What follows belongs to an exercise in optimizing a design on an open flow for small area, a short achievable clock period and few clock cycles per item; a production flow would make more cautious choices. No activity file was given, so power comes from the tool's default toggle rates.

Design pdcch_top, start of the top module:
module pdcch_top #(parameter
  TOP_CONFIG_BIT_WIDTH=110,
  CONT_CONFIG_BIT_WIDTH=105,
  OP_DATA_WIDTH=8,
  FIFO_DEPTH=16,
  PTR_SIZE=$clog2(FIFO_DEPTH)
)(
  input                             clk,
  input                             reset,
  input  [TOP_CONFIG_BIT_WIDTH-1:0] s_axis_top_config_data,
  input                             s_axis_top_config_valid,
  output                            s_axis_top_config_ready,
  output [OP_DATA_WIDTH-1:0]        m_axis_top_data,
  output                            m_axis_top_valid,
  input                             m_axis_top_ready
);
Size: about 1100 cells after synthesis, ~130 flip-flops, about 120 I/O pins, roughly 10000 sq um of cells after synthesis.
Settings: LEC_CHECK=0, ABC_CLOCK_PERIOD_IN_PS=2500, CAP_MARGIN=20, CORE_MARGIN=2, CORE_UTILIZATION=40, SETUP_SLACK_MARGIN=5, SLEW_MARGIN=20; clock period 8.5 ns.
run.sh (not shown) runs the stock make flow with config.mk's settings and CLKGATE_MAP_FILE= SYNTH_SCRIPT=/design/flow/synth_recipe.tcl, a recipe that flattens the netlist after the stock synthesis.
Next try:
==> flow/flow/run.sh (new file) <==
#!/bin/bash
# Standard layout, with the port buffers made of buf_4 cells instead of the
# default choice (a slow delay buffer).
set -euo pipefail
export BUFFER_PORTS_ARGS="-buffer_cell sky130_fd_sc_hd__buf_4"
bash standard.sh > standard_flow.log 2>&1
==> flow/standard.sh (new file) <==
#!/bin/bash
# synth_recipe.tcl (not shown) runs the flow's synth.tcl, then flattens the netlist and writes it again
# the make line also repeats each setting of config.mk as NAME=value (left out here)
make -C /OpenROAD-flow-scripts/flow DESIGN_CONFIG=/design/flow/config.mk WORK_HOME=/design/flow/orfs CLKGATE_MAP_FILE= SYNTH_SCRIPT=/design/flow/synth_recipe.tcl "${@:-finish}"
removed: flow/run.sh
Effect:
- sequential power barely changes
- routed wire length goes down by 2.0%
- maximum frequency goes up by 1.0%
- synthesized area stays the same
- setup slack improves by 0.037 ns
- final area drops by 2.6%
- register-to-register slack is better by 0.06 ns
- die area stays the same
- flip-flop and latch count does not change
- clock power decreases by 12%
Function was not checked in any run of this note: the RTL went through the layout flow alone.


pdcch_top, a different RTL version from the one above (not shown whole).
For scale: roughly 1100 cells after synthesis, about 130 flip-flops.
clock: 8.5 ns
lec_check: 0
abc_clock_period_in_ps: 2500
cap_margin: 20
core_margin: 2
core_utilization: 40
slew_margin: 20
standard.sh (not shown) runs the stock make flow with config.mk's settings and CLKGATE_MAP_FILE= SYNTH_SCRIPT=/design/flow/synth_recipe.tcl, a recipe that flattens the netlist after the stock synthesis.
==> flow/flow/run.sh <==
#!/bin/bash
# Standard layout, with the port buffers made of buf_4 cells instead of the
# default choice (a slow delay buffer), and repair_timing aiming at a larger
# setup margin.
set -euo pipefail
export BUFFER_PORTS_ARGS="-buffer_cell sky130_fd_sc_hd__buf_4"
export SETUP_SLACK_MARGIN=5.8
bash standard.sh > standard_flow.log 2>&1
Edit:
==> flow/flow/run.sh (replaced) <==
#!/bin/bash
# Standard layout, with the port buffers made of buf_4 cells instead of the
# default choice (a slow delay buffer).
set -euo pipefail
export BUFFER_PORTS_ARGS="-buffer_cell sky130_fd_sc_hd__buf_4"
bash standard.sh > standard_flow.log 2>&1
Settings changed: SETUP_SLACK_MARGIN set to 5.
Fmax decreases by 15%.
Total power decreases by about 10%.
Area after synthesis does not change.
Cell area decreases by about 8%.
Routed wire length decreases by about 4.4%.
Global-route usage decreases by 0.81 points.
Via count decreases by about 4.3%.
No run of this note included a check of the RTL's function; only the layout flow was run.


Another version of the RTL of pdcch_top (not shown whole).
Size: about 130 flip-flops, roughly 120 I/O pins.
// pdcch_top
module pdcch_top #(parameter
  TOP_CONFIG_BIT_WIDTH=110,
  CONT_CONFIG_BIT_WIDTH=105,
  OP_DATA_WIDTH=8,
  FIFO_DEPTH=16,
  PTR_SIZE=$clog2(FIFO_DEPTH)
)(
  input                             clk,
  input                             reset,
  input  [TOP_CONFIG_BIT_WIDTH-1:0] s_axis_top_config_data,
  input                             s_axis_top_config_valid,
  output                            s_axis_top_config_ready,
  output [OP_DATA_WIDTH-1:0]        m_axis_top_data,
  output                            m_axis_top_valid,
  input                             m_axis_top_ready
);
Settings: LEC_CHECK=0, ABC_CLOCK_PERIOD_IN_PS=2500, CAP_MARGIN=20, CORE_MARGIN=2, CORE_UTILIZATION=40, SLEW_MARGIN=20; clock period 8.5 ns.
==> flow/flow/run.sh <==
#!/bin/bash
# Standard layout with two changes: the port buffers are buf_1 (inputs) and
# buf_4 (outputs) instead of the default choice (a slow delay buffer), and
# repair_timing aims at a larger setup margin.
set -euo pipefail
here=$(cd "$(dirname "$0")" && pwd)
export BUFFER_PORTS_ARGS="-inputs -buffer_cell sky130_fd_sc_hd__buf_1"
export PRE_GLOBAL_PLACE_TCL="$here/ports.tcl"
export SETUP_SLACK_MARGIN=5.8
bash standard.sh > standard_flow.log 2>&1
==> flow/flow/ports.tcl <==
# Output ports get buf_4 buffers (they drive the 10 fF port load); the input
# ports are buffered with buf_1 through BUFFER_PORTS_ARGS.
buffer_ports -outputs -buffer_cell sky130_fd_sc_hd__buf_4
The baseline ran to the end with no violations.
Rerun with:
ABC_AREA = 1   (was not set)
After rerunning: Die area is higher by 6.3%; routed wire length is higher by 11%; utilization is lower by 0.60 points; register-to-register slack gets worse by 0.02 ns; via count is higher by 16%; clock power is higher by 15%; setup slack gets better by 0.076 ns.
Rerun with:
ABC_AREA = not set   (was 1)
CTS_BUF_LIST = sky130_fd_sc_hd__clkbuf_8   (was not set)
CTS_CLUSTER_DIAMETER = 80   (was not set)
CTS_CLUSTER_SIZE = 30   (was not set)
The changed run produced a clean layout.
Cell count came out lower by about a fifth.
Via count came out lower by roughly a tenth.
Routed wire length came out lower by roughly a tenth.
Die area came out lower by a few percent.
Global-route usage came out lower by 0.62 points.
No functional check of the RTL was part of any run of this note.

re-timing with driven ports:
The flow's constraints put no driver on any port. The routed layouts listed below were extracted and timed again, unchanged, in two steps. Step 1 (the two cells are an assumption about what drives the block):
set clk [get_ports {clk}]
set_driving_cell -lib_cell sky130_fd_sc_hd__clkbuf_16 $clk
set_driving_cell -lib_cell sky130_fd_sc_hd__buf_2 [delete_from_list [all_inputs] $clk]
Step 2 times the ports against the registers' clock, not the clock port: input delays grow and output delays shrink by t, the midpoint of the rising clock arrivals with the driver on. Slacks: no drivers / after step 1 / after step 2; pairs: no drivers / after step 1.
run	t, ns	setup slack, ns	latest minus earliest clock arrival (ns)
the first run of note 1	0.473	4.787 / 4.787 / 4.330	0.011 / 0.011
the second run of note 1	0.471	4.825 / 4.840 / 4.369	0.020 / 0.019
the first run of note 2	0.463	5.598 / 5.598 / 5.315	0.008 / 0.008
the second run of note 2	0.472	5.105 / 5.127 / 4.660	0.009 / 0.009
the first run of note 3	0.470	5.808 / 5.820 / 5.350	0.017 / 0.017
the second run of note 3	0.471	5.884 / 5.872 / 5.456	0.012 / 0.012
the third run of note 3	0.484	5.834 / 5.839 / 5.355	0.020 / 0.021
After both steps setup and hold are still met in every run listed. The setup slack of the third run of note 3, which loses most, moves by +0.005 ns with the drivers and by -0.479 ns with both steps.
